From an optimization exercise on the open Yosys and OpenROAD flow, aimed at small area, a short achievable clock period and few clock cycles per item; shortcuts taken in it are not production practice.
In this exercise RTL edits were held to simulation tests only and were not proved equivalent to the original.

Design CPU, start of the top module:
module CPU(
				clk,
			  rst_n,
		   IO_stall,
         awid_m_inf,
       awaddr_m_inf,
       awsize_m_inf,
      awburst_m_inf,
        awlen_m_inf,
      awvalid_m_inf,
      awready_m_inf,
        wdata_m_inf,
        wlast_m_inf,
       wvalid_m_inf,
       wready_m_inf,
          bid_m_inf,
        bresp_m_inf,
       bvalid_m_inf,
       bready_m_inf,
         arid_m_inf,
       araddr_m_inf,
        arlen_m_inf,
       arsize_m_inf,
      arburst_m_inf,
      arvalid_m_inf,
      arready_m_inf, 
          rid_m_inf,
        rdata_m_inf,
        rresp_m_inf,
        rlast_m_inf,
       rvalid_m_inf,
       rready_m_inf 
);
Size: ~0.061 sq mm of cells after synthesis.
==> flow/config.mk <==
export PLATFORM = sky130hd
export DESIGN_NAME = CPU
export DESIGN_NICKNAME = CPU
export VERILOG_FILES = /design/flow/design.v
export SDC_FILE = /design/flow/constraint.sdc
export NUM_CORES = 8
export LEC_CHECK = 0
export CAP_MARGIN = 20
export CORE_MARGIN = 2
export CORE_UTILIZATION = 55.0
export CTS_CLUSTER_DIAMETER = 120
export CTS_CLUSTER_SIZE = 30
export PLACE_DENSITY = 0.7
export SETUP_SLACK_MARGIN = 5
export SLEW_MARGIN = 20
==> flow/constraint.sdc <==
create_clock -name core_clock -period 10.0 [get_ports {clk}]
set_input_delay 2.0000 -clock core_clock [delete_from_list [all_inputs] [get_ports {clk}]]
set_output_delay 2.0000 -clock core_clock [all_outputs]
set_load 0.01 [all_outputs]
standard.sh (not shown) runs the stock make flow with config.mk's settings and CLKGATE_MAP_FILE= SYNTH_SCRIPT=/design/flow/synth_recipe.tcl, a recipe that flattens the netlist after the stock synthesis.
==> flow/flow/run.sh <==
#!/bin/bash
# Standard layout, with timing repair aiming for a larger setup margin.
set -euo pipefail
bash standard.sh SETUP_SLACK_MARGIN=6 finish > standard_flow.log 2>&1
Testbench counts at the start, summed over its fixed seeds: cycles 38,604, instructions 12,000.
==> next run, changes <==
- CTS_CLUSTER_DIAMETER: 120 -> default
- CTS_CLUSTER_SIZE: 30 -> default
What happened: The changed run finished with timing, DRC and antenna clean. Die area does not change. Area after synthesis stays the same. Routed wire length rises slightly. Via count rose slightly. Final area rose by a few percent. Non-clock buffer count drops by 21.
==> next run, changes <==
- CORE_UTILIZATION: 55.0 -> 66.0
- CTS_CLUSTER_DIAMETER: default -> 120
- CTS_CLUSTER_SIZE: default -> 24
- PLACE_DENSITY: 0.7 -> 0.78
Outcome: The changed run produced a clean layout; wire length drops by a few percent; setup slack is better by 0.0099 ns; non-clock buffer count drops by 30; sequential cell count is unchanged.
==> next run, changes <==
- CORE_UTILIZATION: 66.0 -> 55.0
- CTS_CLUSTER_DIAMETER: 120 -> default
- CTS_CLUSTER_SIZE: 24 -> default
- PLACE_DENSITY: 0.78 -> 0.8
Effect: The changed run completed without violations. Utilization decreases by 9.5 points. Design area is higher by 4.7%. Wire length went up by 5.5%. Synthesized area stays the same. Maximum frequency decreases by 8.0%. Flip-flop and latch count is unchanged. Setup slack gets worse by 0.35 ns. Global-route usage falls by 5.8 points. Cell count rose by 5.7%. First-iteration DRC count increases by 8.9%.

========
Starting RTL as in the previous note.
## CPU
module CPU(
				clk,
			  rst_n,
		   IO_stall,
         awid_m_inf,
       awaddr_m_inf,
       awsize_m_inf,
      awburst_m_inf,
        awlen_m_inf,
      awvalid_m_inf,
      awready_m_inf,
        wdata_m_inf,
        wlast_m_inf,
       wvalid_m_inf,
       wready_m_inf,
          bid_m_inf,
        bresp_m_inf,
       bvalid_m_inf,
       bready_m_inf,
         arid_m_inf,
       araddr_m_inf,
        arlen_m_inf,
       arsize_m_inf,
      arburst_m_inf,
      arvalid_m_inf,
      arready_m_inf, 
          rid_m_inf,
        rdata_m_inf,
        rresp_m_inf,
        rlast_m_inf,
       rvalid_m_inf,
       rready_m_inf 
);
==> flow/config.mk <==
export PLATFORM = sky130hd
export DESIGN_NAME = CPU
export DESIGN_NICKNAME = CPU
export VERILOG_FILES = /design/flow/design.v
export SDC_FILE = /design/flow/constraint.sdc
export NUM_CORES = 8
export LEC_CHECK = 0
export CAP_MARGIN = 20
export CORE_MARGIN = 2
export CORE_UTILIZATION = 55.0
export SETUP_SLACK_MARGIN = 5
export SLEW_MARGIN = 20
==> flow/constraint.sdc <==
create_clock -name core_clock -period 10.0 [get_ports {clk}]
set_input_delay 2.0000 -clock core_clock [delete_from_list [all_inputs] [get_ports {clk}]]
set_output_delay 2.0000 -clock core_clock [all_outputs]
set_load 0.01 [all_outputs]
==> flow/flow/run.sh <==
#!/bin/bash
# Standard layout, with timing repair aiming for a larger setup margin.
set -euo pipefail
bash standard.sh SETUP_SLACK_MARGIN=5.75 finish > standard_flow.log 2>&1
Testbench counts at the start, summed over its fixed seeds: cycles 38,604, instructions 12,000.
Then changed:
==> flow/flow/run.sh (replaced) <==
#!/bin/bash
# Standard layout, with timing repair aiming for a larger setup margin.
set -euo pipefail
bash standard.sh SETUP_SLACK_MARGIN=6 finish > standard_flow.log 2>&1
Result:
- flip-flop and latch count is unchanged
- sequential share of layout area shrinks by 1.0 points
- global-route usage grows by 0.11 points
- die area is unchanged
- utilization grows by 1.7 points
- clock skew shrinks by 0.029 ns
- final area grows by 2.7%
- wire length grows by 1.9%
- setup slack is better by 0.19 ns
Then changed:
==> flow/flow/run.sh (replaced) <==
#!/bin/bash
# Standard layout, with timing repair aiming for a larger setup margin.
set -euo pipefail
bash standard.sh SETUP_SLACK_MARGIN=5.5 finish > standard_flow.log 2>&1
Global-route usage goes down by 0.57 points.
Clock skew rose by 0.010 ns.
Final area goes down by 3.7%.
Clock-buffer cell count came out lower by 11.
Setup slack degrades by 0.52 ns.
Sequential cell count is unchanged.
Then changed:
==> flow/flow/run.sh (replaced) <==
#!/bin/bash
# Standard layout, with timing repair aiming for a larger setup margin.
set -euo pipefail
bash standard.sh SETUP_SLACK_MARGIN=6 finish > standard_flow.log 2>&1
- CORE_UTILIZATION: 55.0 -> 62.0
- CTS_CLUSTER_DIAMETER: not set -> 120
- CTS_CLUSTER_SIZE: not set -> 24
- PLACE_DENSITY: not set -> 0.75
Global-route usage goes up by 2.8 points.
Hold slack gains 0.0077 ns.
Clock skew falls by 0.0044 ns.
Die area fell by 11%.
Routed wire length shrinks by 2.0%.
Maximum frequency rose by 14%.

==> port drivers added, routing unchanged <==
Ports are ideal in the flow. The routed layouts listed here were re-timed in OpenROAD.
Step 1 (the two cells are an assumption about what drives the block):
set clk [get_ports {clk}]
set_driving_cell -lib_cell sky130_fd_sc_hd__clkbuf_16 $clk
set_driving_cell -lib_cell sky130_fd_sc_hd__buf_2 [delete_from_list [all_inputs] $clk]
Step 2 adds t to the input delays and takes it off the output delays; t is the mean of the earliest and latest rising clock arrival at the registers after step 1. Input paths then give back, and output paths get back, about the clock's delay inside the block.
Three values: ideal, step 1, step 2; two values: the first two.
run	t, ns	setup slack, ns	worst setup path after step 2	pins driven straight from the clock port
the first run of note 1	0.756	5.944 / 5.944 / 5.376	input to register	1
the second run of note 1	0.787	5.967 / 5.967 / 5.350	input to register	1
the third run of note 1	0.736	5.977 / 5.984 / 5.288	input to register	1
the fourth run of note 1	0.794	5.624 / 5.624 / 5.238	input to register	1
the first run of note 2	0.786	5.798 / 5.826 / 5.057	input to register	1
the second run of note 2	0.786	5.984 / 5.984 / 5.303	input to register	1
the third run of note 2	0.790	5.468 / 5.468 / 4.784	input to register	1
the fourth run of note 2	0.753	6.020 / 6.020 / 5.414	input to register	1
After both steps every run listed still meets setup and hold. For the first run of note 2, which loses most, drivers alone change the setup slack by +0.028 ns; drivers and shift together by -0.741 ns.
